What follows belongs to an exercise in optimizing a design on an open flow for small area, a short achievable clock period and few clock cycles per item; a production flow would make more cautious choices. RTL that was checked went through simulation tests only; none was proved equivalent to the original. The RTL of run 1 was laid out without a check of its function.

==> flow/design.v (outline; a module is shown in full before it is edited, if it fits) <==
// module Calvalid: 900 lines
// module CalvalidR: 902 lines
// module LowN: 7 lines
// module LowR: 5 lines
// module HiBit: 5 lines
// module LowBit: 4 lines
// module Nand2: 3 lines
// module Nand3: 3 lines
// module Nor2: 3 lines
// module Nor3: 3 lines
// module FullAdd: 4 lines
// module HitTest: 36 lines
// module RippleSub: 35 lines
module HitTest(
    input clk,
    input rst,
    input start,
    input rsel,
    input [15:0] x,
    input [15:0] y,
    input [15:0] notex,
    input [15:0] notey,
    input signed [15:0] indx,
    input signed [15:0] indy,
    output valJR,
    output valE,
    output valr,
    output valR,
    output reg ready
);
  // ...
==> flow/flow/run.sh <==
#!/bin/bash
set -euo pipefail
B="BUFFER_PORTS_ARGS=-buffer_cell sky130_fd_sc_hd__buf_1"
R=orfs/results/sky130hd/HitTest/base
bash standard.sh "$B" floorplan > standard_floorplan.log 2>&1
cat > upsize.tcl <<EOT
read_liberty $FLOW_HOME/platforms/sky130hd/lib/sky130_fd_sc_hd__tt_025C_1v80.lib
read_db $R/2_floorplan.odb
set n 0
foreach inst [[ord::get_db_block] getInsts] {
  set name [\$inst getName]
  if {[[\$inst getMaster] getName] eq "sky130_fd_sc_hd__dfxtp_1" && [string match {n[ab][xy]*} \$name]} {
    replace_cell \$name sky130_fd_sc_hd__dfxtp_4
    incr n
  }
}
puts "upsized \$n registers"
write_db $R/2_floorplan.odb
EOT
openroad -no_init -exit upsize.tcl > upsize.log 2>&1
bash standard.sh "$B" finish > standard_finish.log 2>&1
==> flow/standard.sh <==
#!/bin/bash
# synth_recipe.tcl (not shown) runs the flow's synth.tcl, then flattens the netlist and writes it again
# the make line also repeats each setting of config.mk as NAME=value (left out here)
make -C /OpenROAD-flow-scripts/flow DESIGN_CONFIG=/design/flow/config.mk WORK_HOME=/design/flow/orfs CLKGATE_MAP_FILE= SYNTH_SCRIPT=/design/flow/synth_recipe.tcl "${@:-finish}"
==> flow/config.mk <==
export PLATFORM = sky130hd
export DESIGN_NAME = HitTest
export DESIGN_NICKNAME = HitTest
export VERILOG_FILES = /design/flow/design.v
export SDC_FILE = /design/flow/constraint.sdc
export NUM_CORES = 4
export LEC_CHECK = 0
export CAP_MARGIN = 20
export CORE_MARGIN = 2
export CORE_UTILIZATION = 60
export SETUP_SLACK_MARGIN = 2.5
export SLEW_MARGIN = 20
export SYNTH_HIERARCHICAL = 1
export SYNTH_MINIMUM_KEEP_SIZE = 0
==> flow/constraint.sdc <==
create_clock -name core_clock -period 10.0 [get_ports {clk}]
set_input_delay 2.0000 -clock core_clock [delete_from_list [all_inputs] [get_ports {clk}]]
set_output_delay 2.0000 -clock core_clock [all_outputs]
set_load 0.01 [all_outputs]
==> results.json, run 1 <==
{
  "die_y_um": 181,
  "cts-buffers-inserted": 9,
  "postCtsSetupRepairBufs": 0,
  "status": "finished clean",
  "cts_tree": "built",
  "worstPathArrival_ps": 5110,
  "drt-pass1-iter-count": 5,
  "criticalPathCategory": "register to output pin",
  "via_per_inst": 5.85,
  "cp_cell_sequence": "nor2b_1, fa_1, fa_1, ha_1, fa_1, ha_1, ha_1, a21oi_1, o21ai_1, a21o_1, a21o_1, xnor3_1, nand3_1, nor3_2, nand3_1, nor2b_1, buf_1",
  "crit_path_start_kind": "register",
  "synth_compound_area_frac": 0.0379,
  "pre_cts_ws_ps": 3260,
  "cts.clk_slew.worst_paths_ps": 60,
  "die_area_um2": 32900,
  "fmax_mhz": 141,
  "fp.dieW_um": 181,
  "min_from": "rsel",
  "met3_usage": 0.0542,
  "avgSynthCellArea_um2": 10.3,
  "seq_cells": 70,
  "use_met1": 0.407,
  "final_util": 0.643,
  "final_common_cell": "fa_1",
  "dp_hpwl_mm": 36.0,
  "async_flop_share": 0,
  "synth.top_cells.by_count": "fa_1, nor2_1, clkbuf_1",
  "ys.flop_type": "dfxtp_1",
  "grt_pass1_vias": 14400
}
==> module Calvalid, before the edit <==
module Calvalid(
    input [16:0] na, nb,
    input rsel,
    output inJR, inE, inR
);
wire [16:0] a = ~na;
wire [16:0] b = ~nb;
wire t1 = a[1] & ~a[0];
wire t2 = a[2] & ~a[1];
wire t3 = a[3] & ~a[2];
wire t4 = a[4] & ~a[3];
wire t5 = a[5] & ~a[4];
wire t6 = a[6] & ~a[5];
wire t7 = a[7] & ~a[6];
wire t8 = a[8] & ~a[7];
wire t9 = a[9] & ~a[8];
wire t10 = a[10] & ~a[9];
wire t11 = a[11] & ~a[10];
wire t12 = a[12] & ~a[11];
wire t13 = a[13] & ~a[12];
wire t14 = a[14] & ~a[13];
wire t15 = a[15] & ~a[14];
wire t16 = a[0] & a[1];
wire t17 = a[0] & a[2];
wire t18 = a[0] & a[3];
wire t19 = a[0] & a[4];
wire t20 = a[0] & a[5];
wire t21 = a[0] & a[6];
wire t22 = a[0] & a[7];
wire t23 = a[0] & a[8];
wire t24 = a[0] & a[9];
wire t25 = a[0] & a[10];
wire t26 = a[0] & a[11];
wire t27 = a[0] & a[12];
wire t28 = a[0] & a[13];
wire t29 = a[0] & a[14];
wire t30 = a[0] & a[15];
wire t31 = a[1] & a[2];
wire t32 = a[1] & a[3];
wire t33 = a[1] & a[4];
wire t34 = a[1] & a[5];
wire t35 = a[1] & a[6];
wire t36 = a[1] & a[7];
wire t37 = a[1] & a[8];
wire t38 = a[1] & a[9];
wire t39 = a[1] & a[10];
wire t40 = a[1] & a[11];
wire t41 = a[1] & a[12];
wire t42 = a[1] & a[13];
wire t43 = a[1] & a[14];
wire t44 = a[1] & a[15];
wire t45 = a[2] & a[3];
wire t46 = a[2] & a[4];
wire t47 = a[2] & a[5];
wire t48 = a[2] & a[6];
wire t49 = a[2] & a[7];
wire t50 = a[2] & a[8];
wire t51 = a[2] & a[9];
wire t52 = a[2] & a[10];
wire t53 = a[2] & a[11];
wire t54 = a[2] & a[12];
wire t55 = a[2] & a[13];
wire t56 = a[2] & a[14];
wire t57 = a[2] & a[15];
wire t58 = a[3] & a[4];
wire t59 = a[3] & a[5];
wire t60 = a[3] & a[6];
wire t61 = a[3] & a[7];
wire t62 = a[3] & a[8];
wire t63 = a[3] & a[9];
wire t64 = a[3] & a[10];
wire t65 = a[3] & a[11];
wire t66 = a[3] & a[12];
wire t67 = a[3] & a[13];
wire t68 = a[3] & a[14];
wire t69 = a[3] & a[15];
wire t70 = a[4] & a[5];
wire t71 = a[4] & a[6];
wire t72 = a[4] & a[7];
wire t73 = a[4] & a[8];
wire t74 = a[4] & a[9];
wire t75 = a[4] & a[10];
wire t76 = a[4] & a[11];
wire t77 = a[4] & a[12];
wire t78 = a[4] & a[13];
wire t79 = a[4] & a[14];
wire t80 = a[4] & a[15];
wire t81 = a[5] & a[6];
wire t82 = a[5] & a[7];
wire t83 = a[5] & a[8];
wire t84 = a[5] & a[9];
wire t85 = a[5] & a[10];
wire t86 = a[5] & a[11];
wire t87 = a[5] & a[12];
wire t88 = a[5] & a[13];
wire t89 = a[5] & a[14];
wire t90 = a[5] & a[15];
wire t91 = a[6] & a[7];
wire t92 = a[6] & a[8];
wire t93 = a[6] & a[9];
wire t94 = a[6] & a[10];
wire t95 = a[6] & a[11];
wire t96 = a[6] & a[12];
wire t97 = a[6] & a[13];
wire t98 = a[6] & a[14];
wire t99 = a[6] & a[15];
wire t100 = a[7] & a[8];
wire t101 = a[7] & a[9];
wire t102 = a[7] & a[10];
wire t103 = a[7] & a[11];
wire t104 = a[7] & a[12];
wire t105 = a[7] & a[13];
wire t106 = a[7] & a[14];
wire t107 = a[7] & a[15];
wire t108 = a[8] & a[9];
wire t109 = a[8] & a[10];
wire t110 = a[8] & a[11];
wire t111 = a[8] & a[12];
wire t112 = a[8] & a[13];
wire t113 = a[8] & a[14];
wire t114 = a[8] & a[15];
wire t115 = a[9] & a[10];
wire t116 = a[9] & a[11];
wire t117 = a[9] & a[12];
wire t118 = a[9] & a[13];
wire t119 = a[9] & a[14];
wire t120 = a[9] & a[15];
wire t121 = a[10] & a[11];
wire t122 = a[10] & a[12];
wire t123 = a[10] & a[13];
wire t124 = a[10] & a[14];
wire t125 = a[10] & a[15];
wire t126 = a[11] & a[12];
wire t127 = a[11] & a[13];
wire t128 = a[11] & a[14];
wire t129 = a[11] & a[15];
wire t130 = a[12] & a[13];
wire t131 = a[12] & a[14];
wire t132 = a[12] & a[15];
wire t133 = a[13] & a[14];
wire t134 = a[13] & a[15];
wire t135 = a[14] & a[15];
wire t136 = ~(a[16] & a[0]);
wire t137 = ~(a[16] & a[1]);
wire t138 = ~(a[16] & a[2]);
wire t139 = ~(a[16] & a[3]);
wire t140 = ~(a[16] & a[4]);
wire t141 = ~(a[16] & a[5]);
wire t142 = ~(a[16] & a[6]);
wire t143 = ~(a[16] & a[7]);
wire t144 = ~(a[16] & a[8]);
wire t145 = ~(a[16] & a[9]);
wire t146 = ~(a[16] & a[10]);
wire t147 = ~(a[16] & a[11]);
wire t148 = ~(a[16] & a[12]);
wire t149 = ~(a[16] & a[13]);
wire t150 = ~(a[16] & a[14]);
wire t151 = b[1] & ~b[0];
wire t152 = b[2] & ~b[1];
wire t153 = b[3] & ~b[2];
wire t154 = b[4] & ~b[3];
wire t155 = b[5] & ~b[4];
wire t156 = b[6] & ~b[5];
wire t157 = b[7] & ~b[6];
wire t158 = b[8] & ~b[7];
wire t159 = b[9] & ~b[8];
wire t160 = b[10] & ~b[9];
wire t161 = b[11] & ~b[10];
wire t162 = b[12] & ~b[11];
wire t163 = b[13] & ~b[12];
wire t164 = b[14] & ~b[13];
wire t165 = b[15] & ~b[14];
wire t166 = b[0] & b[1];
wire t167 = b[0] & b[2];
wire t168 = b[0] & b[3];
wire t169 = b[0] & b[4];
wire t170 = b[0] & b[5];
wire t171 = b[0] & b[6];
wire t172 = b[0] & b[7];
wire t173 = b[0] & b[8];
wire t174 = b[0] & b[9];
wire t175 = b[0] & b[10];
wire t176 = b[0] & b[11];
wire t177 = b[0] & b[12];
wire t178 = b[0] & b[13];
wire t179 = b[0] & b[14];
wire t180 = b[0] & b[15];
wire t181 = b[1] & b[2];
wire t182 = b[1] & b[3];
wire t183 = b[1] & b[4];
wire t184 = b[1] & b[5];
wire t185 = b[1] & b[6];
wire t186 = b[1] & b[7];
wire t187 = b[1] & b[8];
wire t188 = b[1] & b[9];
wire t189 = b[1] & b[10];
wire t190 = b[1] & b[11];
wire t191 = b[1] & b[12];
wire t192 = b[1] & b[13];
wire t193 = b[1] & b[14];
wire t194 = b[1] & b[15];
wire t195 = b[2] & b[3];
wire t196 = b[2] & b[4];
wire t197 = b[2] & b[5];
wire t198 = b[2] & b[6];
wire t199 = b[2] & b[7];
wire t200 = b[2] & b[8];
wire t201 = b[2] & b[9];
wire t202 = b[2] & b[10];
wire t203 = b[2] & b[11];
wire t204 = b[2] & b[12];
wire t205 = b[2] & b[13];
wire t206 = b[2] & b[14];
wire t207 = b[2] & b[15];
wire t208 = b[3] & b[4];
wire t209 = b[3] & b[5];
wire t210 = b[3] & b[6];
wire t211 = b[3] & b[7];
wire t212 = b[3] & b[8];
wire t213 = b[3] & b[9];
wire t214 = b[3] & b[10];
wire t215 = b[3] & b[11];
wire t216 = b[3] & b[12];
wire t217 = b[3] & b[13];
wire t218 = b[3] & b[14];
wire t219 = b[3] & b[15];
wire t220 = b[4] & b[5];
wire t221 = b[4] & b[6];
wire t222 = b[4] & b[7];
wire t223 = b[4] & b[8];
wire t224 = b[4] & b[9];
wire t225 = b[4] & b[10];
wire t226 = b[4] & b[11];
wire t227 = b[4] & b[12];
wire t228 = b[4] & b[13];
wire t229 = b[4] & b[14];
wire t230 = b[4] & b[15];
wire t231 = b[5] & b[6];
wire t232 = b[5] & b[7];
wire t233 = b[5] & b[8];
wire t234 = b[5] & b[9];
wire t235 = b[5] & b[10];
wire t236 = b[5] & b[11];
wire t237 = b[5] & b[12];
wire t238 = b[5] & b[13];
wire t239 = b[5] & b[14];
wire t240 = b[5] & b[15];
wire t241 = b[6] & b[7];
wire t242 = b[6] & b[8];
wire t243 = b[6] & b[9];
wire t244 = b[6] & b[10];
wire t245 = b[6] & b[11];
wire t246 = b[6] & b[12];
wire t247 = b[6] & b[13];
wire t248 = b[6] & b[14];
wire t249 = b[6] & b[15];
wire t250 = b[7] & b[8];
wire t251 = b[7] & b[9];
wire t252 = b[7] & b[10];
wire t253 = b[7] & b[11];
wire t254 = b[7] & b[12];
wire t255 = b[7] & b[13];
wire t256 = b[7] & b[14];
wire t257 = b[7] & b[15];
wire t258 = b[8] & b[9];
wire t259 = b[8] & b[10];
wire t260 = b[8] & b[11];
wire t261 = b[8] & b[12];
wire t262 = b[8] & b[13];
wire t263 = b[8] & b[14];
wire t264 = b[8] & b[15];
wire t265 = b[9] & b[10];
wire t266 = b[9] & b[11];
wire t267 = b[9] & b[12];
wire t268 = b[9] & b[13];
wire t269 = b[9] & b[14];
wire t270 = b[9] & b[15];
wire t271 = b[10] & b[11];
wire t272 = b[10] & b[12];
wire t273 = b[10] & b[13];
wire t274 = b[10] & b[14];
wire t275 = b[10] & b[15];
wire t276 = b[11] & b[12];
wire t277 = b[11] & b[13];
wire t278 = b[11] & b[14];
wire t279 = b[11] & b[15];
wire t280 = b[12] & b[13];
wire t281 = b[12] & b[14];
wire t282 = b[12] & b[15];
wire t283 = b[13] & b[14];
wire t284 = b[13] & b[15];
wire t285 = b[14] & b[15];
wire t286 = ~(b[16] & b[0]);
wire t287 = ~(b[16] & b[1]);
wire t288 = ~(b[16] & b[2]);
wire t289 = ~(b[16] & b[3]);
wire t290 = ~(b[16] & b[4]);
wire t291 = ~(b[16] & b[5]);
wire t292 = ~(b[16] & b[6]);
wire t293 = ~(b[16] & b[7]);
wire t294 = ~(b[16] & b[8]);
wire t295 = ~(b[16] & b[9]);
wire t296 = ~(b[16] & b[10]);
wire t297 = ~(b[16] & b[11]);
wire t298 = ~(b[16] & b[12]);
wire t299 = ~(b[16] & b[13]);
wire t300 = ~(b[16] & b[14]);
wire s301, c301;
FullAdd fa301(.a(t16), .b(t17), .c(t166), .s(s301), .co(c301));
wire s302, c302;
FullAdd fa302(.a(t2), .b(t18), .c(t152), .s(s302), .co(c302));
wire s303, c303;
FullAdd fa303(.a(t19), .b(t31), .c(t32), .s(s303), .co(c303));
wire s304, c304;
FullAdd fa304(.a(t169), .b(t181), .c(t182), .s(s304), .co(c304));
wire s305, c305;
FullAdd fa305(.a(t3), .b(t20), .c(t33), .s(s305), .co(c305));
wire s306, c306;
FullAdd fa306(.a(t153), .b(t170), .c(t183), .s(s306), .co(c306));
wire s307, c307;
FullAdd fa307(.a(t21), .b(t34), .c(t45), .s(s307), .co(c307));
wire s308, c308;
FullAdd fa308(.a(t46), .b(t171), .c(t184), .s(s308), .co(c308));
wire s309 = t195 ^ t196;
wire c309 = t195 & t196;
wire s310, c310;
FullAdd fa310(.a(t4), .b(t22), .c(t35), .s(s310), .co(c310));
wire s311, c311;
FullAdd fa311(.a(t47), .b(t154), .c(t172), .s(s311), .co(c311));
wire s312 = t185 ^ t197;
wire c312 = t185 & t197;
wire s313, c313;
FullAdd fa313(.a(t23), .b(t36), .c(t48), .s(s313), .co(c313));
wire s314, c314;
FullAdd fa314(.a(t58), .b(t59), .c(t173), .s(s314), .co(c314));
wire s315, c315;
FullAdd fa315(.a(t186), .b(t198), .c(t208), .s(s315), .co(c315));
wire s316, c316;
FullAdd fa316(.a(t5), .b(t24), .c(t37), .s(s316), .co(c316));
wire s317, c317;
FullAdd fa317(.a(t49), .b(t60), .c(t155), .s(s317), .co(c317));
wire s318, c318;
FullAdd fa318(.a(t174), .b(t187), .c(t199), .s(s318), .co(c318));
wire s319, c319;
FullAdd fa319(.a(t25), .b(t38), .c(t50), .s(s319), .co(c319));
wire s320, c320;
FullAdd fa320(.a(t61), .b(t70), .c(t71), .s(s320), .co(c320));
wire s321, c321;
FullAdd fa321(.a(t175), .b(t188), .c(t200), .s(s321), .co(c321));
wire s322, c322;
FullAdd fa322(.a(t211), .b(t220), .c(t221), .s(s322), .co(c322));
wire s323, c323;
FullAdd fa323(.a(t6), .b(t26), .c(t39), .s(s323), .co(c323));
wire s324, c324;
FullAdd fa324(.a(t51), .b(t62), .c(t72), .s(s324), .co(c324));
wire s325, c325;
FullAdd fa325(.a(t156), .b(t176), .c(t189), .s(s325), .co(c325));
wire s326, c326;
FullAdd fa326(.a(t201), .b(t212), .c(t222), .s(s326), .co(c326));
wire s327, c327;
FullAdd fa327(.a(t27), .b(t40), .c(t52), .s(s327), .co(c327));
wire s328, c328;
FullAdd fa328(.a(t63), .b(t73), .c(t81), .s(s328), .co(c328));
wire s329 = t82 ^ t177;
wire c329 = t82 & t177;
wire s330, c330;
FullAdd fa330(.a(t7), .b(t28), .c(t41), .s(s330), .co(c330));
wire s331, c331;
FullAdd fa331(.a(t53), .b(t64), .c(t74), .s(s331), .co(c331));
wire s332, c332;
FullAdd fa332(.a(t29), .b(t42), .c(t54), .s(s332), .co(c332));
wire s333, c333;
FullAdd fa333(.a(t65), .b(t75), .c(t84), .s(s333), .co(c333));
wire s334 = t91 ^ t92;
wire c334 = t91 & t92;
wire s335, c335;
FullAdd fa335(.a(t8), .b(t30), .c(t43), .s(s335), .co(c335));
wire s336, c336;
FullAdd fa336(.a(t55), .b(t66), .c(t76), .s(s336), .co(c336));
wire s337, c337;
FullAdd fa337(.a(t85), .b(t93), .c(t158), .s(s337), .co(c337));
wire s338, c338;
FullAdd fa338(.a(t44), .b(t56), .c(t67), .s(s338), .co(c338));
wire s339, c339;
FullAdd fa339(.a(t77), .b(t86), .c(t94), .s(s339), .co(c339));
wire s340, c340;
FullAdd fa340(.a(t100), .b(t101), .c(t136), .s(s340), .co(c340));
wire s341, c341;
FullAdd fa341(.a(t194), .b(t206), .c(t217), .s(s341), .co(c341));
wire s342, c342;
FullAdd fa342(.a(t9), .b(t57), .c(t68), .s(s342), .co(c342));
wire s343, c343;
FullAdd fa343(.a(t78), .b(t87), .c(t95), .s(s343), .co(c343));
wire s344, c344;
FullAdd fa344(.a(t102), .b(t137), .c(t159), .s(s344), .co(c344));
wire s345 = t207 ^ t218;
wire c345 = t207 & t218;
wire s346, c346;
FullAdd fa346(.a(t69), .b(t79), .c(t88), .s(s346), .co(c346));
wire s347, c347;
FullAdd fa347(.a(t96), .b(t103), .c(t108), .s(s347), .co(c347));
wire s348, c348;
FullAdd fa348(.a(t109), .b(t138), .c(t219), .s(s348), .co(c348));
wire s349 = t229 ^ t238;
wire c349 = t229 & t238;
wire s350, c350;
FullAdd fa350(.a(t10), .b(t80), .c(t89), .s(s350), .co(c350));
wire s351, c351;
FullAdd fa351(.a(t97), .b(t104), .c(t110), .s(s351), .co(c351));
wire s352 = t139 ^ t160;
wire c352 = t139 & t160;
wire s353, c353;
FullAdd fa353(.a(t90), .b(t98), .c(t105), .s(s353), .co(c353));
wire s354, c354;
FullAdd fa354(.a(t111), .b(t115), .c(t116), .s(s354), .co(c354));
wire s355 = t11 ^ t99;
wire c355 = t11 & t99;
wire s356 = t168 ^ c301;
wire c356 = t168 & c301;
wire s357, c357;
FullAdd fa357(.a(c302), .b(s303), .c(s304), .s(s357), .co(c357));
wire s358, c358;
FullAdd fa358(.a(c303), .b(c304), .c(s305), .s(s358), .co(c358));
wire s359, c359;
FullAdd fa359(.a(s309), .b(c305), .c(c306), .s(s359), .co(c359));
wire s360 = s307 ^ s308;
wire c360 = s307 & s308;
wire s361, c361;
FullAdd fa361(.a(c309), .b(s312), .c(c307), .s(s361), .co(c361));
wire s362, c362;
FullAdd fa362(.a(c308), .b(s310), .c(s311), .s(s362), .co(c362));
wire s363, c363;
FullAdd fa363(.a(t209), .b(c312), .c(c310), .s(s363), .co(c363));
wire s364, c364;
FullAdd fa364(.a(c311), .b(s313), .c(s314), .s(s364), .co(c364));
wire s365, c365;
FullAdd fa365(.a(t210), .b(c313), .c(c314), .s(s365), .co(c365));
wire s366, c366;
FullAdd fa366(.a(c315), .b(s316), .c(s317), .s(s366), .co(c366));
wire s367, c367;
FullAdd fa367(.a(c316), .b(c317), .c(c318), .s(s367), .co(c367));
wire s368, c368;
FullAdd fa368(.a(s319), .b(s320), .c(s321), .s(s368), .co(c368));
wire s369, c369;
FullAdd fa369(.a(c319), .b(c320), .c(c321), .s(s369), .co(c369));
wire s370, c370;
FullAdd fa370(.a(c322), .b(s323), .c(s324), .s(s370), .co(c370));
wire s371 = s325 ^ s326;
wire c371 = s325 & s326;
wire s372, c372;
FullAdd fa372(.a(t190), .b(t202), .c(t213), .s(s372), .co(c372));
wire s373, c373;
FullAdd fa373(.a(t223), .b(t231), .c(t232), .s(s373), .co(c373));
wire s374, c374;
FullAdd fa374(.a(s329), .b(c323), .c(c324), .s(s374), .co(c374));
wire s375 = c325 ^ c326;
wire c375 = c325 & c326;
wire s376, c376;
FullAdd fa376(.a(t83), .b(t157), .c(t178), .s(s376), .co(c376));
wire s377, c377;
FullAdd fa377(.a(t191), .b(t203), .c(t214), .s(s377), .co(c377));
wire s378, c378;
FullAdd fa378(.a(t224), .b(t233), .c(c329), .s(s378), .co(c378));
wire s379, c379;
FullAdd fa379(.a(c327), .b(c328), .c(s330), .s(s379), .co(c379));
wire s380, c380;
FullAdd fa380(.a(t179), .b(t192), .c(t204), .s(s380), .co(c380));
wire s381, c381;
FullAdd fa381(.a(t215), .b(t225), .c(t234), .s(s381), .co(c381));
wire s382, c382;
FullAdd fa382(.a(t241), .b(t242), .c(s334), .s(s382), .co(c382));
wire s383, c383;
FullAdd fa383(.a(c330), .b(c331), .c(s332), .s(s383), .co(c383));
wire s384, c384;
FullAdd fa384(.a(t180), .b(t193), .c(t205), .s(s384), .co(c384));
wire s385, c385;
FullAdd fa385(.a(t216), .b(t226), .c(t235), .s(s385), .co(c385));
wire s386, c386;
FullAdd fa386(.a(t243), .b(c334), .c(c332), .s(s386), .co(c386));
wire s387, c387;
FullAdd fa387(.a(c333), .b(s335), .c(s336), .s(s387), .co(c387));
wire s388, c388;
FullAdd fa388(.a(t227), .b(t236), .c(t244), .s(s388), .co(c388));
wire s389, c389;
FullAdd fa389(.a(t250), .b(t251), .c(t286), .s(s389), .co(c389));
wire s390, c390;
FullAdd fa390(.a(c335), .b(c336), .c(c337), .s(s390), .co(c390));
wire s391, c391;
FullAdd fa391(.a(s338), .b(s339), .c(s340), .s(s391), .co(c391));
wire s392, c392;
FullAdd fa392(.a(t228), .b(t237), .c(t245), .s(s392), .co(c392));
wire s393, c393;
FullAdd fa393(.a(t252), .b(t287), .c(s345), .s(s393), .co(c393));
wire s394, c394;
FullAdd fa394(.a(c338), .b(c339), .c(c340), .s(s394), .co(c394));
wire s395, c395;
FullAdd fa395(.a(c341), .b(s342), .c(s343), .s(s395), .co(c395));
wire s396, c396;
FullAdd fa396(.a(t246), .b(t253), .c(t258), .s(s396), .co(c396));
wire s397, c397;
FullAdd fa397(.a(t259), .b(t288), .c(c345), .s(s397), .co(c397));
wire s398, c398;
FullAdd fa398(.a(s349), .b(c342), .c(c343), .s(s398), .co(c398));
wire s399, c399;
FullAdd fa399(.a(c344), .b(s346), .c(s347), .s(s399), .co(c399));
wire s400, c400;
FullAdd fa400(.a(t230), .b(t239), .c(t247), .s(s400), .co(c400));
wire s401, c401;
FullAdd fa401(.a(t254), .b(t260), .c(t289), .s(s401), .co(c401));
wire s402, c402;
FullAdd fa402(.a(c349), .b(s352), .c(c346), .s(s402), .co(c402));
wire s403, c403;
FullAdd fa403(.a(c347), .b(c348), .c(s350), .s(s403), .co(c403));
wire s404, c404;
FullAdd fa404(.a(t140), .b(t240), .c(t248), .s(s404), .co(c404));
wire s405, c405;
FullAdd fa405(.a(t255), .b(t261), .c(t265), .s(s405), .co(c405));
wire s406, c406;
FullAdd fa406(.a(t266), .b(t290), .c(c352), .s(s406), .co(c406));
wire s407, c407;
FullAdd fa407(.a(c350), .b(c351), .c(s353), .s(s407), .co(c407));
wire s408, c408;
FullAdd fa408(.a(t106), .b(t112), .c(t117), .s(s408), .co(c408));
wire s409, c409;
FullAdd fa409(.a(t141), .b(t161), .c(t249), .s(s409), .co(c409));
wire s410, c410;
FullAdd fa410(.a(t256), .b(t262), .c(t267), .s(s410), .co(c410));
wire s411, c411;
FullAdd fa411(.a(t291), .b(s355), .c(c353), .s(s411), .co(c411));
wire s412, c412;
FullAdd fa412(.a(t107), .b(t113), .c(t118), .s(s412), .co(c412));
wire s413, c413;
FullAdd fa413(.a(t121), .b(t122), .c(t142), .s(s413), .co(c413));
wire s414, c414;
FullAdd fa414(.a(t257), .b(t263), .c(t268), .s(s414), .co(c414));
wire s415, c415;
FullAdd fa415(.a(t271), .b(t272), .c(t292), .s(s415), .co(c415));
wire s416, c416;
FullAdd fa416(.a(t12), .b(t114), .c(t119), .s(s416), .co(c416));
wire s417, c417;
FullAdd fa417(.a(t123), .b(t143), .c(t162), .s(s417), .co(c417));
wire s418 = t264 ^ t269;
wire c418 = t264 & t269;
wire s419, c419;
FullAdd fa419(.a(t120), .b(t124), .c(t126), .s(s419), .co(c419));
wire s420, c420;
FullAdd fa420(.a(t127), .b(t144), .c(t270), .s(s420), .co(c420));
wire s421 = t13 ^ t125;
wire c421 = t13 & t125;
wire s422 = s306 ^ c357;
wire c422 = s306 & c357;
wire s423, c423;
FullAdd fa423(.a(s360), .b(s359), .c(c358), .s(s423), .co(c423));
wire s424, c424;
FullAdd fa424(.a(c360), .b(c359), .c(s361), .s(s424), .co(c424));
wire s425, c425;
FullAdd fa425(.a(s315), .b(c361), .c(s363), .s(s425), .co(c425));
wire s426 = c362 ^ s364;
wire c426 = c362 & s364;
wire s427, c427;
FullAdd fa427(.a(s318), .b(c363), .c(s365), .s(s427), .co(c427));
wire s428 = c364 ^ s366;
wire c428 = c364 & s366;
wire s429, c429;
FullAdd fa429(.a(s322), .b(c365), .c(s367), .s(s429), .co(c429));
wire s430 = c366 ^ s368;
wire c430 = c366 & s368;
wire s431, c431;
FullAdd fa431(.a(s371), .b(c367), .c(s369), .s(s431), .co(c431));
wire s432 = c368 ^ s370;
wire c432 = c368 & s370;
wire s433, c433;
FullAdd fa433(.a(s372), .b(s373), .c(s327), .s(s433), .co(c433));
wire s434, c434;
FullAdd fa434(.a(s328), .b(c371), .c(s375), .s(s434), .co(c434));
wire s435 = c369 ^ s374;
wire c435 = c369 & s374;
wire s436, c436;
FullAdd fa436(.a(c372), .b(c373), .c(s376), .s(s436), .co(c436));
wire s437, c437;
FullAdd fa437(.a(s377), .b(s331), .c(c375), .s(s437), .co(c437));
wire s438, c438;
FullAdd fa438(.a(s378), .b(c374), .c(s379), .s(s438), .co(c438));
wire s439, c439;
FullAdd fa439(.a(c376), .b(c377), .c(s380), .s(s439), .co(c439));
wire s440, c440;
FullAdd fa440(.a(s381), .b(s333), .c(c378), .s(s440), .co(c440));
wire s441, c441;
FullAdd fa441(.a(s382), .b(c379), .c(s383), .s(s441), .co(c441));
wire s442, c442;
FullAdd fa442(.a(c380), .b(c381), .c(s384), .s(s442), .co(c442));
wire s443, c443;
FullAdd fa443(.a(s385), .b(s337), .c(c382), .s(s443), .co(c443));
wire s444, c444;
FullAdd fa444(.a(s386), .b(c383), .c(s387), .s(s444), .co(c444));
wire s445, c445;
FullAdd fa445(.a(c384), .b(c385), .c(s388), .s(s445), .co(c445));
wire s446, c446;
FullAdd fa446(.a(s389), .b(s341), .c(c386), .s(s446), .co(c446));
wire s447, c447;
FullAdd fa447(.a(s390), .b(c387), .c(s391), .s(s447), .co(c447));
wire s448, c448;
FullAdd fa448(.a(c388), .b(c389), .c(s392), .s(s448), .co(c448));
wire s449, c449;
FullAdd fa449(.a(s344), .b(s393), .c(c390), .s(s449), .co(c449));
wire s450, c450;
FullAdd fa450(.a(s394), .b(c391), .c(s395), .s(s450), .co(c450));
wire s451, c451;
FullAdd fa451(.a(c392), .b(s396), .c(s348), .s(s451), .co(c451));
wire s452, c452;
FullAdd fa452(.a(c393), .b(s397), .c(c394), .s(s452), .co(c452));
wire s453, c453;
FullAdd fa453(.a(s398), .b(c395), .c(s399), .s(s453), .co(c453));
wire s454, c454;
FullAdd fa454(.a(c396), .b(s400), .c(s401), .s(s454), .co(c454));
wire s455, c455;
FullAdd fa455(.a(s351), .b(c397), .c(c398), .s(s455), .co(c455));
wire s456, c456;
FullAdd fa456(.a(s402), .b(c399), .c(s403), .s(s456), .co(c456));
wire s457, c457;
FullAdd fa457(.a(c400), .b(c401), .c(s404), .s(s457), .co(c457));
wire s458, c458;
FullAdd fa458(.a(s405), .b(s354), .c(s406), .s(s458), .co(c458));
wire s459, c459;
FullAdd fa459(.a(c402), .b(c403), .c(s407), .s(s459), .co(c459));
wire s460, c460;
FullAdd fa460(.a(c354), .b(c404), .c(c405), .s(s460), .co(c460));
wire s461, c461;
FullAdd fa461(.a(s408), .b(s409), .c(s410), .s(s461), .co(c461));
wire s462, c462;
FullAdd fa462(.a(c406), .b(s411), .c(c407), .s(s462), .co(c462));
wire s463, c463;
FullAdd fa463(.a(c355), .b(c408), .c(c409), .s(s463), .co(c463));
wire s464, c464;
FullAdd fa464(.a(c410), .b(s412), .c(s413), .s(s464), .co(c464));
wire s465, c465;
FullAdd fa465(.a(s414), .b(s415), .c(c411), .s(s465), .co(c465));
wire s466, c466;
FullAdd fa466(.a(t273), .b(t293), .c(s418), .s(s466), .co(c466));
wire s467, c467;
FullAdd fa467(.a(c412), .b(c413), .c(c414), .s(s467), .co(c467));
wire s468, c468;
FullAdd fa468(.a(c415), .b(s416), .c(s417), .s(s468), .co(c468));
wire s469, c469;
FullAdd fa469(.a(t274), .b(t276), .c(t277), .s(s469), .co(c469));
wire s470, c470;
FullAdd fa470(.a(t294), .b(c418), .c(c416), .s(s470), .co(c470));
wire s471, c471;
FullAdd fa471(.a(c417), .b(s419), .c(s420), .s(s471), .co(c471));
wire s472, c472;
FullAdd fa472(.a(t128), .b(t145), .c(t163), .s(s472), .co(c472));
wire s473, c473;
FullAdd fa473(.a(t275), .b(t278), .c(t295), .s(s473), .co(c473));
wire s474, c474;
FullAdd fa474(.a(s421), .b(c419), .c(c420), .s(s474), .co(c474));
wire s475, c475;
FullAdd fa475(.a(t129), .b(t130), .c(t131), .s(s475), .co(c475));
wire s476, c476;
FullAdd fa476(.a(t146), .b(t279), .c(t280), .s(s476), .co(c476));
wire s477, c477;
FullAdd fa477(.a(t281), .b(t296), .c(c421), .s(s477), .co(c477));
wire s478, c478;
FullAdd fa478(.a(t14), .b(t132), .c(t147), .s(s478), .co(c478));
wire s479 = t164 ^ t282;
wire c479 = t164 & t282;
wire s480, c480;
FullAdd fa480(.a(t133), .b(t134), .c(t148), .s(s480), .co(c480));
wire s481 = s362 ^ c423;
wire c481 = s362 & c423;
wire s482, c482;
FullAdd fa482(.a(s426), .b(c424), .c(s425), .s(s482), .co(c482));
wire s483, c483;
FullAdd fa483(.a(c426), .b(s428), .c(c425), .s(s483), .co(c483));
wire s484, c484;
FullAdd fa484(.a(c428), .b(s430), .c(c427), .s(s484), .co(c484));
wire s485, c485;
FullAdd fa485(.a(c430), .b(s432), .c(c429), .s(s485), .co(c485));
wire s486, c486;
FullAdd fa486(.a(c370), .b(s433), .c(s434), .s(s486), .co(c486));
wire s487 = s435 ^ c432;
wire c487 = s435 & c432;
wire s488, c488;
FullAdd fa488(.a(c433), .b(s436), .c(s437), .s(s488), .co(c488));
wire s489, c489;
FullAdd fa489(.a(c434), .b(c435), .c(s438), .s(s489), .co(c489));
wire s490, c490;
FullAdd fa490(.a(c436), .b(s439), .c(c437), .s(s490), .co(c490));
wire s491, c491;
FullAdd fa491(.a(s440), .b(c438), .c(s441), .s(s491), .co(c491));
wire s492, c492;
FullAdd fa492(.a(c439), .b(s442), .c(c440), .s(s492), .co(c492));
wire s493, c493;
FullAdd fa493(.a(s443), .b(c441), .c(s444), .s(s493), .co(c493));
wire s494, c494;
FullAdd fa494(.a(c442), .b(s445), .c(c443), .s(s494), .co(c494));
wire s495, c495;
FullAdd fa495(.a(s446), .b(c444), .c(s447), .s(s495), .co(c495));
wire s496, c496;
FullAdd fa496(.a(c445), .b(s448), .c(c446), .s(s496), .co(c496));
wire s497, c497;
FullAdd fa497(.a(s449), .b(c447), .c(s450), .s(s497), .co(c497));
wire s498, c498;
FullAdd fa498(.a(c448), .b(s451), .c(c449), .s(s498), .co(c498));
wire s499, c499;
FullAdd fa499(.a(s452), .b(c450), .c(s453), .s(s499), .co(c499));
wire s500, c500;
FullAdd fa500(.a(c451), .b(s454), .c(c452), .s(s500), .co(c500));
wire s501, c501;
FullAdd fa501(.a(s455), .b(c453), .c(s456), .s(s501), .co(c501));
wire s502, c502;
FullAdd fa502(.a(c454), .b(s457), .c(s458), .s(s502), .co(c502));
wire s503, c503;
FullAdd fa503(.a(c455), .b(c456), .c(s459), .s(s503), .co(c503));
wire s504, c504;
FullAdd fa504(.a(s460), .b(c457), .c(s461), .s(s504), .co(c504));
wire s505, c505;
FullAdd fa505(.a(c458), .b(s462), .c(c459), .s(s505), .co(c505));
wire s506, c506;
FullAdd fa506(.a(c460), .b(s463), .c(c461), .s(s506), .co(c506));
wire s507, c507;
FullAdd fa507(.a(s464), .b(c462), .c(s465), .s(s507), .co(c507));
wire s508, c508;
FullAdd fa508(.a(s466), .b(c463), .c(s467), .s(s508), .co(c508));
wire s509, c509;
FullAdd fa509(.a(c464), .b(s468), .c(c465), .s(s509), .co(c509));
wire s510, c510;
FullAdd fa510(.a(s469), .b(c466), .c(c467), .s(s510), .co(c510));
wire s511, c511;
FullAdd fa511(.a(s470), .b(c468), .c(s471), .s(s511), .co(c511));
wire s512, c512;
FullAdd fa512(.a(c469), .b(s472), .c(s473), .s(s512), .co(c512));
wire s513, c513;
FullAdd fa513(.a(c470), .b(s474), .c(c471), .s(s513), .co(c513));
wire s514, c514;
FullAdd fa514(.a(c472), .b(c473), .c(s475), .s(s514), .co(c514));
wire s515, c515;
FullAdd fa515(.a(s476), .b(s477), .c(c474), .s(s515), .co(c515));
wire s516, c516;
FullAdd fa516(.a(t297), .b(s479), .c(c475), .s(s516), .co(c516));
wire s517, c517;
FullAdd fa517(.a(c476), .b(s478), .c(c477), .s(s517), .co(c517));
wire s518, c518;
FullAdd fa518(.a(t283), .b(t284), .c(t298), .s(s518), .co(c518));
wire s519, c519;
FullAdd fa519(.a(c479), .b(c478), .c(s480), .s(s519), .co(c519));
wire s520, c520;
FullAdd fa520(.a(t15), .b(t149), .c(t165), .s(s520), .co(c520));
wire s521 = t299 ^ c480;
wire c521 = t299 & c480;
wire s522 = t135 ^ t150 ^ t285;
wire s523 = s427 ^ s483;
wire c523 = s427 & s483;
wire s524, c524;
FullAdd fa524(.a(s429), .b(c483), .c(s484), .s(s524), .co(c524));
wire s525, c525;
FullAdd fa525(.a(s431), .b(c484), .c(s485), .s(s525), .co(c525));
wire s526, c526;
FullAdd fa526(.a(c431), .b(s487), .c(s486), .s(s526), .co(c526));
wire s527, c527;
FullAdd fa527(.a(c487), .b(s488), .c(c486), .s(s527), .co(c527));
wire s528, c528;
FullAdd fa528(.a(c488), .b(s490), .c(c489), .s(s528), .co(c528));
wire s529, c529;
FullAdd fa529(.a(c490), .b(s492), .c(c491), .s(s529), .co(c529));
wire s530, c530;
FullAdd fa530(.a(c492), .b(s494), .c(c493), .s(s530), .co(c530));
wire s531, c531;
FullAdd fa531(.a(c494), .b(s496), .c(c495), .s(s531), .co(c531));
wire s532, c532;
FullAdd fa532(.a(c496), .b(s498), .c(c497), .s(s532), .co(c532));
wire s533, c533;
FullAdd fa533(.a(c498), .b(s500), .c(c499), .s(s533), .co(c533));
wire s534, c534;
FullAdd fa534(.a(s502), .b(c500), .c(c501), .s(s534), .co(c534));
wire s535, c535;
FullAdd fa535(.a(s504), .b(c502), .c(c503), .s(s535), .co(c535));
wire s536, c536;
FullAdd fa536(.a(s506), .b(c504), .c(s507), .s(s536), .co(c536));
wire s537, c537;
FullAdd fa537(.a(c506), .b(s508), .c(s509), .s(s537), .co(c537));
wire s538, c538;
FullAdd fa538(.a(c508), .b(s510), .c(s511), .s(s538), .co(c538));
wire s539, c539;
FullAdd fa539(.a(s512), .b(c510), .c(s513), .s(s539), .co(c539));
wire s540, c540;
FullAdd fa540(.a(c512), .b(s514), .c(c513), .s(s540), .co(c540));
wire s541, c541;
FullAdd fa541(.a(s516), .b(c514), .c(s517), .s(s541), .co(c541));
wire s542, c542;
FullAdd fa542(.a(s518), .b(c516), .c(s519), .s(s542), .co(c542));
wire s543, c543;
FullAdd fa543(.a(c518), .b(s520), .c(s521), .s(s543), .co(c543));
wire s544 = t300 ^ c520 ^ s522;
wire s545 = c485 ^ s526;
wire c545 = c485 & s526;
wire s546, c546;
FullAdd fa546(.a(s489), .b(c526), .c(s527), .s(s546), .co(c546));
wire s547, c547;
FullAdd fa547(.a(s491), .b(c527), .c(s528), .s(s547), .co(c547));
wire s548, c548;
FullAdd fa548(.a(s493), .b(c528), .c(s529), .s(s548), .co(c548));
wire s549, c549;
FullAdd fa549(.a(s495), .b(c529), .c(s530), .s(s549), .co(c549));
wire s550, c550;
FullAdd fa550(.a(s497), .b(c530), .c(s531), .s(s550), .co(c550));
wire s551, c551;
FullAdd fa551(.a(s499), .b(c531), .c(s532), .s(s551), .co(c551));
wire s552, c552;
FullAdd fa552(.a(s501), .b(c532), .c(s533), .s(s552), .co(c552));
wire s553, c553;
FullAdd fa553(.a(s503), .b(c533), .c(s534), .s(s553), .co(c553));
wire s554, c554;
FullAdd fa554(.a(s505), .b(c534), .c(s535), .s(s554), .co(c554));
wire s555, c555;
FullAdd fa555(.a(c505), .b(c535), .c(s536), .s(s555), .co(c555));
wire s556, c556;
FullAdd fa556(.a(c507), .b(s537), .c(c536), .s(s556), .co(c556));
wire s557, c557;
FullAdd fa557(.a(c509), .b(s538), .c(c537), .s(s557), .co(c557));
wire s558, c558;
FullAdd fa558(.a(c511), .b(s539), .c(c538), .s(s558), .co(c558));
wire s559, c559;
FullAdd fa559(.a(s515), .b(s540), .c(c539), .s(s559), .co(c559));
wire s560, c560;
FullAdd fa560(.a(c515), .b(s541), .c(c540), .s(s560), .co(c560));
wire s561, c561;
FullAdd fa561(.a(c517), .b(s542), .c(c541), .s(s561), .co(c561));
wire s562, c562;
FullAdd fa562(.a(c519), .b(s543), .c(c542), .s(s562), .co(c562));
wire s563 = c521 ^ s544 ^ c543;
wire [12:0] lx = {c524, c523, c482, c481, s424, c422, s358, c356, s302, t167, t1, 1'b0, a[0]};
wire [12:0] ly = {s525, s524, s523, s482, s481, s423, s422, s357, s356, s301, t151, 1'b0, b[0]};
wire cl;
wire h564;
LowBit #(.ZI(0)) hb564(.x(s545), .y(c525), .c(cl), .ok(h564));
wire h565;
HiBit #(.ZI(0), .ZP(0)) hb565(.x(s546), .y(c545), .xp(s545), .yp(c525), .ok(h565));
wire h566;
HiBit #(.ZI(0), .ZP(0)) hb566(.x(s547), .y(c546), .xp(s546), .yp(c545), .ok(h566));
wire h567;
HiBit #(.ZI(0), .ZP(0)) hb567(.x(s548), .y(c547), .xp(s547), .yp(c546), .ok(h567));
wire h568;
HiBit #(.ZI(0), .ZP(0)) hb568(.x(s549), .y(c548), .xp(s548), .yp(c547), .ok(h568));
wire h569;
HiBit #(.ZI(1), .ZP(0)) hb569(.x(s550), .y(c549), .xp(s549), .yp(c548), .ok(h569));
wire h570;
HiBit #(.ZI(1), .ZP(1)) hb570(.x(s551), .y(c550), .xp(s550), .yp(c549), .ok(h570));
wire h571;
HiBit #(.ZI(1), .ZP(1)) hb571(.x(s552), .y(c551), .xp(s551), .yp(c550), .ok(h571));
wire h572;
HiBit #(.ZI(1), .ZP(1)) hb572(.x(s553), .y(c552), .xp(s552), .yp(c551), .ok(h572));
wire h573;
HiBit #(.ZI(1), .ZP(1)) hb573(.x(s554), .y(c553), .xp(s553), .yp(c552), .ok(h573));
wire h574;
HiBit #(.ZI(1), .ZP(1)) hb574(.x(s555), .y(c554), .xp(s554), .yp(c553), .ok(h574));
wire h575;
HiBit #(.ZI(1), .ZP(1)) hb575(.x(s556), .y(c555), .xp(s555), .yp(c554), .ok(h575));
wire h576;
HiBit #(.ZI(1), .ZP(1)) hb576(.x(s557), .y(c556), .xp(s556), .yp(c555), .ok(h576));
wire h577;
HiBit #(.ZI(1), .ZP(1)) hb577(.x(s558), .y(c557), .xp(s557), .yp(c556), .ok(h577));
wire h578;
HiBit #(.ZI(1), .ZP(1)) hb578(.x(s559), .y(c558), .xp(s558), .yp(c557), .ok(h578));
wire h579;
HiBit #(.ZI(1), .ZP(1)) hb579(.x(s560), .y(c559), .xp(s559), .yp(c558), .ok(h579));
wire h580;
HiBit #(.ZI(1), .ZP(1)) hb580(.x(s561), .y(c560), .xp(s560), .yp(c559), .ok(h580));
wire h581;
HiBit #(.ZI(1), .ZP(1)) hb581(.x(s562), .y(c561), .xp(s561), .yp(c560), .ok(h581));
wire h582;
HiBit #(.ZI(1), .ZP(1)) hb582(.x(s563), .y(c562), .xp(s562), .yp(c561), .ok(h582));
wire q583;
Nand3 g583(.a(h564), .b(h565), .c(h566), .y(q583));
wire q584;
Nand3 g584(.a(h567), .b(h568), .c(h569), .y(q584));
wire q585;
Nand3 g585(.a(h570), .b(h571), .c(h572), .y(q585));
wire q586;
Nand3 g586(.a(h573), .b(h574), .c(h575), .y(q586));
wire q587;
Nand3 g587(.a(h576), .b(h577), .c(h578), .y(q587));
wire q588;
Nand2 g588(.a(h579), .b(h580), .y(q588));
wire q589;
Nand2 g589(.a(h581), .b(h582), .y(q589));
wire q590;
Nor3 g590(.a(q583), .b(q584), .c(q585), .y(q590));
wire q591;
Nor2 g591(.a(q586), .b(q587), .y(q591));
wire q592;
Nor2 g592(.a(q588), .b(q589), .y(q592));
wire q593;
Nand3 g593(.a(q590), .b(q591), .c(q592), .y(q593));
wire hi_ok = ~q593;
wire lJR, lE, lR;
LowN low(.lx(lx), .ly(ly), .rsel(rsel), .c(cl), .inJR(lJR), .inE(lE), .inR(lR));
assign inJR = hi_ok & lJR;
assign inE = hi_ok & lE;
assign inR = hi_ok & lR;
endmodule
==> run 2: changes to the inputs <==
--- a/flow/design.v
+++ b/flow/design.v
@@ -828,16 +828,17 @@
 wire s562, c562;
 FullAdd fa562(.a(c519), .b(s543), .c(c542), .s(s562), .co(c562));
 wire s563 = c521 ^ s544 ^ c543;
 wire [12:0] lx = {c524, c523, c482, c481, s424, c422, s358, c356, s302, t167, t1, 1'b0, a[0]};
 wire [12:0] ly = {s525, s524, s523, s482, s481, s423, s422, s357, s356, s301, t151, 1'b0, b[0]};
 wire cl;
 wire h564;
 LowBit #(.ZI(0)) hb564(.x(s545), .y(c525), .c(cl), .ok(h564));
+wire okl = h564;
 wire h565;
 HiBit #(.ZI(0), .ZP(0)) hb565(.x(s546), .y(c545), .xp(s545), .yp(c525), .ok(h565));
 wire h566;
 HiBit #(.ZI(0), .ZP(0)) hb566(.x(s547), .y(c546), .xp(s546), .yp(c545), .ok(h566));
 wire h567;
 HiBit #(.ZI(0), .ZP(0)) hb567(.x(s548), .y(c547), .xp(s547), .yp(c546), .ok(h567));
 wire h568;
 HiBit #(.ZI(0), .ZP(0)) hb568(.x(s549), .y(c548), .xp(s548), .yp(c547), .ok(h568));
@@ -865,43 +866,39 @@
 HiBit #(.ZI(1), .ZP(1)) hb579(.x(s560), .y(c559), .xp(s559), .yp(c558), .ok(h579));
 wire h580;
 HiBit #(.ZI(1), .ZP(1)) hb580(.x(s561), .y(c560), .xp(s560), .yp(c559), .ok(h580));
 wire h581;
 HiBit #(.ZI(1), .ZP(1)) hb581(.x(s562), .y(c561), .xp(s561), .yp(c560), .ok(h581));
 wire h582;
 HiBit #(.ZI(1), .ZP(1)) hb582(.x(s563), .y(c562), .xp(s562), .yp(c561), .ok(h582));
 wire q583;
-Nand3 g583(.a(h564), .b(h565), .c(h566), .y(q583));
+Nand3 g583(.a(h565), .b(h566), .c(h567), .y(q583));
 wire q584;
-Nand3 g584(.a(h567), .b(h568), .c(h569), .y(q584));
+Nand3 g584(.a(h568), .b(h569), .c(h570), .y(q584));
 wire q585;
-Nand3 g585(.a(h570), .b(h571), .c(h572), .y(q585));
+Nand3 g585(.a(h571), .b(h572), .c(h573), .y(q585));
 wire q586;
-Nand3 g586(.a(h573), .b(h574), .c(h575), .y(q586));
+Nand3 g586(.a(h574), .b(h575), .c(h576), .y(q586));
 wire q587;
-Nand3 g587(.a(h576), .b(h577), .c(h578), .y(q587));
+Nand3 g587(.a(h577), .b(h578), .c(h579), .y(q587));
 wire q588;
-Nand2 g588(.a(h579), .b(h580), .y(q588));
+Nand3 g588(.a(h580), .b(h581), .c(h582), .y(q588));
 wire q589;
-Nand2 g589(.a(h581), .b(h582), .y(q589));
+Nor3 g589(.a(q583), .b(q584), .c(q585), .y(q589));
 wire q590;
-Nor3 g590(.a(q583), .b(q584), .c(q585), .y(q590));
+Nor3 g590(.a(q586), .b(q587), .c(q588), .y(q590));
 wire q591;
-Nor2 g591(.a(q586), .b(q587), .y(q591));
-wire q592;
-Nor2 g592(.a(q588), .b(q589), .y(q592));
-wire q593;
-Nand3 g593(.a(q590), .b(q591), .c(q592), .y(q593));
-wire hi_ok = ~q593;
+Nand2 g591(.a(q589), .b(q590), .y(q591));
+wire hi_ok = ~q591;
 wire lJR, lE, lR;
 LowN low(.lx(lx), .ly(ly), .rsel(rsel), .c(cl), .inJR(lJR), .inE(lE), .inR(lR));
-assign inJR = hi_ok & lJR;
-assign inE = hi_ok & lE;
-assign inR = hi_ok & lR;
+assign inJR = hi_ok & okl & lJR;
+assign inE = hi_ok & okl & lE;
+assign inR = hi_ok & okl & lR;
 endmodule
 module CalvalidR(
     input [16:0] na, nb,
     input rsel,
     output inR
 );
 wire [16:0] a = ~na;
 wire [16:0] b = ~nb;
@@ -1714,16 +1711,17 @@
 wire s555, c555;
 FullAdd fa555(.a(c501), .b(s529), .c(c528), .s(s555), .co(c555));
 wire s556 = c503 ^ s530 ^ c529;
 wire [5:0] lx = {c330, s302, t167, t1, 1'b0, a[0]};
 wire [5:0] ly = {s331, s330, s301, t151, 1'b0, b[0]};
 wire cl;
 wire h557;
 LowBit #(.ZI(0)) hb557(.x(s531), .y(c331), .c(cl), .ok(h557));
+wire okl = h557;
 wire h558;
 HiBit #(.ZI(0), .ZP(0)) hb558(.x(s532), .y(c531), .xp(s531), .yp(c331), .ok(h558));
 wire h559;
 HiBit #(.ZI(0), .ZP(0)) hb559(.x(s533), .y(c532), .xp(s532), .yp(c531), .ok(h559));
 wire h560;
 HiBit #(.ZI(0), .ZP(0)) hb560(.x(s534), .y(c533), .xp(s533), .yp(c532), .ok(h560));
 wire h561;
 HiBit #(.ZI(0), .ZP(0)) hb561(.x(s535), .y(c534), .xp(s534), .yp(c533), .ok(h561));
@@ -1765,45 +1763,45 @@
 HiBit #(.ZI(1), .ZP(1)) hb579(.x(s553), .y(c552), .xp(s552), .yp(c551), .ok(h579));
 wire h580;
 HiBit #(.ZI(1), .ZP(1)) hb580(.x(s554), .y(c553), .xp(s553), .yp(c552), .ok(h580));
 wire h581;
 HiBit #(.ZI(1), .ZP(1)) hb581(.x(s555), .y(c554), .xp(s554), .yp(c553), .ok(h581));
 wire h582;
 HiBit #(.ZI(1), .ZP(1)) hb582(.x(s556), .y(c555), .xp(s555), .yp(c554), .ok(h582));
 wire q583;
-Nand3 g583(.a(h557), .b(h558), .c(h559), .y(q583));
+Nand3 g583(.a(h558), .b(h559), .c(h560), .y(q583));
 wire q584;
-Nand3 g584(.a(h560), .b(h561), .c(h562), .y(q584));
+Nand3 g584(.a(h561), .b(h562), .c(h563), .y(q584));
 wire q585;
-Nand3 g585(.a(h563), .b(h564), .c(h565), .y(q585));
+Nand3 g585(.a(h564), .b(h565), .c(h566), .y(q585));
 wire q586;
-Nand3 g586(.a(h566), .b(h567), .c(h568), .y(q586));
+Nand3 g586(.a(h567), .b(h568), .c(h569), .y(q586));
 wire q587;
-Nand3 g587(.a(h569), .b(h570), .c(h571), .y(q587));
+Nand3 g587(.a(h570), .b(h571), .c(h572), .y(q587));
 wire q588;
-Nand3 g588(.a(h572), .b(h573), .c(h574), .y(q588));
+Nand3 g588(.a(h573), .b(h574), .c(h575), .y(q588));
 wire q589;
-Nand3 g589(.a(h575), .b(h576), .c(h577), .y(q589));
+Nand3 g589(.a(h576), .b(h577), .c(h578), .y(q589));
 wire q590;
-Nand3 g590(.a(h578), .b(h579), .c(h580), .y(q590));
+Nand2 g590(.a(h579), .b(h580), .y(q590));
 wire q591;
 Nand2 g591(.a(h581), .b(h582), .y(q591));
 wire q592;
 Nor3 g592(.a(q583), .b(q584), .c(q585), .y(q592));
 wire q593;
 Nor3 g593(.a(q586), .b(q587), .c(q588), .y(q593));
 wire q594;
 Nor3 g594(.a(q589), .b(q590), .c(q591), .y(q594));
 wire q595;
 Nand3 g595(.a(q592), .b(q593), .c(q594), .y(q595));
 wire hi_ok = ~q595;
 wire lR;
 LowR low(.lx(lx), .ly(ly), .rsel(rsel), .c(cl), .inR(lR));
-assign inR = hi_ok & lR;
+assign inR = hi_ok & okl & lR;
 endmodule
 module LowN(input [12:0] lx, ly, input rsel, output c, inJR, inE, inR);
 wire [12:0] l;
 assign {c, l} = lx + ly;
 assign inJR = l <= 13'd5625;
 assign inE = l <= 13'd1024;
 assign inR = l <= (rsel ? 13'd26 : 13'd37);
 endmodule
==> flow/config.mk (replaced) <==
export PLATFORM = sky130hd
export DESIGN_NAME = HitTest
export DESIGN_NICKNAME = HitTest
export VERILOG_FILES = /design/flow/design.v
export SDC_FILE = /design/flow/constraint.sdc
export NUM_CORES = 4
export LEC_CHECK = 0
export CAP_MARGIN = 20
export CORE_MARGIN = 2
export CORE_UTILIZATION = 60
export SETUP_SLACK_MARGIN = 3
export SLEW_MARGIN = 20
export SYNTH_HIERARCHICAL = 1
export SYNTH_MINIMUM_KEEP_SIZE = 0
==> run 2 against run 1 <==
Still clean. Maximum frequency is 1.6% higher. Setup slack gained 110 ps. Cell count up 2.8%. First-iteration DRC count fell by 12%. Core utilization grew 2.1 points. Critical endpoint unchanged.
==> results.json, run 2 <==
{
  "cts_tree": "built",
  "die_y_um": 182,
  "routed_wl_mm": 47.4,
  "criticalPathCategory": "register to output pin",
  "diodes": 0,
  "yosysMostFrequentCell": "fa_1",
  "synth_edf_count": 0,
  "fmax_mhz": 143,
  "postCtsHoldBufs": 0,
  "nets": 2601,
  "clock_sinks": 70,
  "crit_path_start_kind": "register",
  "yosys_warnings": 7,
  "synthCells": 1835,
  "ys.flop_type": "dfxtp_1",
  "min_from": "rsel",
  "dp_hpwl_mm": 36.2,
  "hold_path.class": "input pin to register",
  "status": "finished clean",
  "start_util": 0.613,
  "crit_path_start": "nax[3]",
  "die_area_um2": 32900,
  "grt_pass1_vias": 14800,
  "via_per_inst": 5.78,
  "grt_max_degree": 19,
  "rsz0062_at_grt": "true",
  "avgSynthCellArea_um2": 10.3,
  "antenna_found_initial": 0,
  "cts.clk_slew.worst_paths_ps": 60,
  "ios": 105,
  "drc": 0,
  "grt_overflow": 0,
  "drive_above_1_share": 0.139,
  "final_util": 0.664,
  "cts_buffer_depth": 2,
  "synthTopCellsByArea": "fa_1, nor2_1, dfxtp_1, ha_1, xnor2_1",
  "yosysTopAreaCellShare": 0.561,
  "cp.required_ps": 8000,
  "timing.final.crit_share": 0.700,
  "area_growth_pct": 8.25,
  "end_kind": "output pin",
  "wire_per_inst_um": 20.8,
  "ys_types": 58,
  "setup_viol": 0,
  "row_count": 64,
  "syn_area_um2": 18900,
  "grt_pass1_wl_mm": 78.2,
  "final_common_cell": "fa_1",
  "fp.dieW_um": 182,
  "cts.htree.levels": 3,
  "fp.coreArea_um2": 30800,
  "track_usage": 0.310,
  "drtAntennaViolNets": 0,
  "clockRootBuffer": "clkbuf_16",
  "path_max_fanout": 9,
  "drt-pass1-iter-count": 5,
  "hold_violations": 0,
  "io_buffer_count": 104,
  "async_flop_share": 0,
  "slew_violations": 0,
  "ys_seq_area_frac": 0.0741,
  "synth_top_area_cell": "fa_1",
  "worstPathArrival_ps": 5000,
  "setup_tns_ps": 0,
  "first_iter_violations": 718,
  "synth.top_cells.by_count": "fa_1, nor2_1, clkbuf_1",
  "period_minus_slack_ps": 7000,
  "gp_congestion": 0.871,
  "cts-buffers-inserted": 9,
  "layout_common_cells": "fa_1, nor2_1, buf_1",
  "vias": 13200,
  "ys_ff_latch": 70,
  "max_cap_violations": 0
}
## run 2: changes by cell type in the layout (fill, tap and decap cells not counted), moves of 3 or more
| cell | before | now |
|---|---|---|
| and2_1 | 0 | 3 |
| buf_2 | 0 | 4 |
| nor2b_1 | 65 | 57 |
| buf_4 | 0 | 58 |
| buf_12 | 0 | 3 |
| nor2_1 | 514 | 510 |
| fa_2 | 0 | 19 |
| buf_1 | 104 | 100 |
| nor2_2 | 2 | 5 |
| fa_1 | 530 | 511 |
| nor2b_2 | 0 | 5 |
## run 2: timing repair
item | 4_1_cts | 5_1_grt
setup buffers | 13 | 51
setup endpoints to repair | 3 | 4
pin swaps | 6 | 25
cloned | 0 | 0
gates resized for setup | 12 | 34
## run 2: stage by stage
stage | hold WS, ps | setup slack [ps] | instances | instance area, µm²
finish | 1760 | 3000 | 2283 | 20500
global route | 1760 | 2780 | 2283 | 20500
CTS | 1750 | 3000 | 2232 | 19900
detailed placement | 2090 | 3200 | 2204 | 19500
global placement | 2100 | 3320 | 2204 | 19500
floorplan | 2030 | 3410 | 1841 | 18900
## run 2: path summary, 6_finish.rpt
| check | slack [ps] | depth (start not counted) | end |
|---|---|---|---|
| worst max-delay path | 3000 | 16 | valJR |
| worst min-delay path | 1760 | 1 | rs |
## run 2: critical path, stage by stage, from the launching register on
cell,delay [ps]
dfxtp_4,380
buf_8,150
or2_4,260
ha_4,160
fa_2,540
fa_1,460
fa_2,600
fa_2,450
fa_1,580
xor2_1,180
xnor2_1,130
nand3_1,120
nor3_2,120
nand2_1,120
nor2b_2,170
and2_1,140
buf_2,120
## run 2: logic make-up (layout without fill, tap and decap cells)
group,count (synthesis),after routing,synth area share
XOR/XNOR,114,114,0.0557
adder cells (fa/ha/maj),618,618,0.619
multiplexers,2,2,0.00106
AND/OR/NAND/NOR,734,734,0.171
flip-flops,70,70,0.0741
buffers and inverters,192,238,0.0404
AO/OA/AOI/OAI,103,103,0.0379
other,2,8,0.000397
## run 2: cell type report
| type | count | area (µm²) |
|---|---|---|
| Inverter | 55 | 206 |
| Sequential cell | 70 | 1660 |
| Fill cell | 2483 | 10400 |
| Clock inverter | 6 | 71.3 |
| Multi-Input combinational cell | 1579 | 16900 |
| Timing Repair Buffer | 168 | 926 |
| Tap cell | 396 | 495 |
| Clock buffer | 9 | 225 |
## run 2: per-module statistics from Yosys, one instance, submodules excluded, a selection
module     cells inside  times used  flops+latches
LowR                 45           1              0
Calvalid            402           1              0
HitTest             103           1             70
Nor3                  1           5              0
Nand2                 1           3              0
Nand3                 1          14              0
FullAdd               1         528              0
CalvalidR           393           1              0
RippleSub            22           4              0
LowN                123           1              0
## run 2: routing by layer
layer	wire, µm	global-route usage	share of wire	up-vias
li1	-	-	-	5738
met1	19400	0.422	0.41	6890
met2	23500	0.526	0.49	503
met3	3290	0.0491	0.069	75
met4	1260	0.0820	0.027	0
met5	0	0	0	-
Testbench counts of run 2, summed over its fixed seeds: cycles 16,000, items 16,000.
==> run 3: changes to the inputs <==
--- a/flow/config.mk
+++ b/flow/config.mk
@@ -8,7 +8,7 @@
 export CAP_MARGIN = 20
 export CORE_MARGIN = 2
 export CORE_UTILIZATION = 60
-export SETUP_SLACK_MARGIN = 3
+export SETUP_SLACK_MARGIN = 2
 export SLEW_MARGIN = 20
 export SYNTH_HIERARCHICAL = 1
 export SYNTH_MINIMUM_KEEP_SIZE = 0
==> run 3 against run 2 <==
Still clean. Cell count decreased by 2.8%. Routed wire length shrank 2.4%. Core utilization shrank 2.1 points. Non-clock buffer count fell by 64. Via count down 2.3%. Setup slack worse by 130 ps. Sequential cell count unchanged. Hold slack got worse by 0.55 ps. Synthesized cell count unchanged.
==> results.json, run 3 <==
{
  "grt_overflow": 0,
  "synthCells": 1835,
  "cp_slowest_cell": "fa_1",
  "cts.repair.resized": 0,
  "start_util": 0.613,
  "holdWs_ps": 1760,
  "use_met1": 0.417,
  "yosysTopAreaCellShare": 0.561,
  "cpPeakStageDelay_ps": 540,
  "antenna_found_initial": 0,
  "hold_path.class": "input pin to register",
  "track_usage": 0.308,
  "synth_top_area_cell": "fa_1",
  "n_fill_cell": 2536,
  "dp_hpwl_mm": 36.2,
  "cp_cell_sequence": "nor2b_1, fa_1, fa_1, fa_1, fa_1, fa_1, fa_1, xnor2_1, xnor2_1, nand3_1, nor3_2, nand2_1, nor2b_1, and2_1, buf_1",
  "slew_violations": 0,
  "timing.final.crit_share": 0.712,
  "fp.dieW_um": 182,
  "die_y_um": 182,
  "hold_path_end": "rs",
  "path_max_fanout": 18,
  "crit_top_cell": "fa_1",
  "cp.required_ps": 8000,
  "first_iter_violations": 630,
  "crit_path_start_kind": "register",
  "io_buffer_count": 104,
  "ios": 105,
  "worstPathArrival_ps": 5120,
  "hold_violations": 0,
  "synth.top_cells.by_count": "fa_1, nor2_1, clkbuf_1",
  "postCtsSetupRepairBufs": 0,
  "ys_seq_area_frac": 0.0741,
  "grt_pass1_wl_mm": 77.7,
  "met3_usage": 0.0491,
  "fp.coreArea_um2": 30800,
  "min_from": "rsel",
  "postCtsHoldBufs": 0,
  "grt_use_met2": 0.524,
  "row_count": 64,
  "cts_buffer_depth": 2,
  "max_cap_violations": 0,
  "rsz0062_at_grt": "false",
  "holdPathStages": 1,
  "setup_viol": 0,
  "clockRootBuffer": "clkbuf_16",
  "synth_edf_count": 0,
  "grt_pass1_vias": 14800,
  "criticalPathCategory": "register to output pin",
  "area_growth_pct": 4.77,
  "final_util": 0.642,
  "vias": 12900,
  "gp_congestion": 0.871,
  "grt_max_degree": 19,
  "yosysMostFrequentCell": "fa_1",
  "period_minus_slack_ps": 7120,
  "nets": 2537,
  "cts.htree.levels": 3,
  "die_area_um2": 32900,
  "avgSynthCellArea_um2": 10.3,
  "routed_wl_mm": 46.3,
  "async_flop_share": 0,
  "fmax_mhz": 140,
  "drtAntennaViolNets": 0,
  "cts.clk_slew.worst_paths_ps": 60,
  "syn_area_um2": 18900,
  "clock_sinks": 70,
  "cts-buffers-inserted": 9,
  "setup_tns_ps": 0,
  "ys.flop_type": "dfxtp_1",
  "drive_above_1_share": 0.0883,
  "fin_area_um2": 19800,
  "busiest_layer": "met2",
  "ys_ff_latch": 70,
  "end_kind": "output pin",
  "drt-pass1-iter-count": 5,
  "layout_common_cells": "fa_1, nor2_1, buf_1",
  "diodes": 0,
  "wire_per_inst_um": 20.9,
  "yosys_warnings": 7,
  "synthTopCellsByArea": "fa_1, nor2_1, dfxtp_1, ha_1, xnor2_1",
  "dpl_cell_area_um2": 19500,
  "final_common_cell": "fa_1",
  "via_per_inst": 5.81,
  "drc": 0,
  "status": "finished clean",
  "ys_types": 58,
  "cts_tree": "built"
}
-- run 3: cell counts after synthesis --
No cell type changed its count.
-- run 3: per-module statistics from Yosys (local to each module, per instance), a selection --
| module | copies in the design | cells inside | area (µm²) | flops+latches |
|---|---|---|---|---|
| Calvalid | 1 | 402 | 1940 | 0 |
| CalvalidR | 1 | 393 | 1840 | 0 |
| HitTest | 1 | 103 | 1540 | 70 |
| LowN | 1 | 123 | 957 | 0 |
| LowR | 1 | 45 | 380 | 0 |
| RippleSub | 4 | 22 | 148 | 0 |
| FullAdd | 528 | 1 | 20.0 | 0 |
| Nor3 | 5 | 1 | 10.0 | 0 |
| Nand3 | 14 | 1 | 5.00 | 0 |
| Nand2 | 3 | 1 | 3.75 | 0 |
-- run 3: routing by layer --
metal,vias to the layer above,share of wire
met5,-,0
met4,0,0.028
met3,68,0.063
met2,481,0.50
met1,6738,0.41
li1,5609,-
-- run 3: stage by stage --
stage               instances  setup WS, ps
finish                   2219          2880
global route             2219          2570
CTS                      2219          2840
detailed placement       2204          3200
global placement         2204          3320
floorplan                1841          3410
-- run 3: cells by family (layout without fill, tap and decap cells) --
group | after synthesis | count (layout) | share of synthesized area
DFF | 70 | 70 | 0.0741
muxes | 2 | 2 | 0.00106
xor gates and xnor gates | 114 | 114 | 0.0557
buffers and inverters | 192 | 174 | 0.0404
AOI/OAI and AO/OA | 103 | 103 | 0.0379
and+or+nand+nor | 734 | 734 | 0.171
other | 2 | 8 | 0.000397
adders and majority gates | 618 | 618 | 0.619
-- run 3: critical path: cells and delay by family (launching register included) --
kind	cells	cell delay, ps
flip-flops	1	480
AND/OR/NAND/NOR	6	1000
XOR/XNOR	2	380
buffers and inverters	1	150
adder cells (fa/ha/maj)	6	2780
-- run 3: worst max path at each step --
stage / startpoint / endpoint / slack (ps) / cells past startpoint
floorplan: nax[10] / valE / 3410 / 18
global placement: nax[5] / valJR / 3320 / 15
detailed placement: nax[5] / valE / 3200 / 15
CTS: nax[5] / valE / 2840 / 15
global route: nax[9] / valJR / 2570 / 15
finish: nax[7] / valJR / 2880 / 15
-- run 3: cell type report --
| cell class | instances | area (µm²) | area share |
|---|---|---|---|
| clock buffers | 9 | 225 | 0.0114 |
| clock inverters | 6 | 71.3 | 0.00360 |
| inverters | 55 | 206 | 0.0104 |
| multi-input cells | 1579 | 16800 | 0.846 |
| flip-flops and latches | 70 | 1660 | 0.0836 |
| well taps | 396 | 495 | 0.0250 |
| repair buffers | 104 | 390 | 0.0197 |

## afterwards: timing with drivers on the ports
In the flow no input, the clock included, has a driving cell. The finished layouts below were timed again as built, in two steps. Step 1 (the two cells are an assumption about what drives the block):
set clk [get_ports {clk}]
set_driving_cell -lib_cell sky130_fd_sc_hd__clkbuf_16 $clk
set_driving_cell -lib_cell sky130_fd_sc_hd__buf_2 [delete_from_list [all_inputs] $clk]
Step 2 also shifts input and output timing later by t, the mid clock arrival at the registers, as if the neighbouring blocks saw the same clock. Three values: ideal ports, drivers, drivers and shift; two values: the first two.
run	t (ns)	setup WS [ns]	cell pins on the clock port's net
run 1	0.387	2.887 / 2.843 / 3.229	1
run 2	0.383	3.002 / 2.955 / 3.337	1
run 3	0.382	2.877 / 2.831 / 3.213	1
After both steps setup and hold are still met in every run listed.
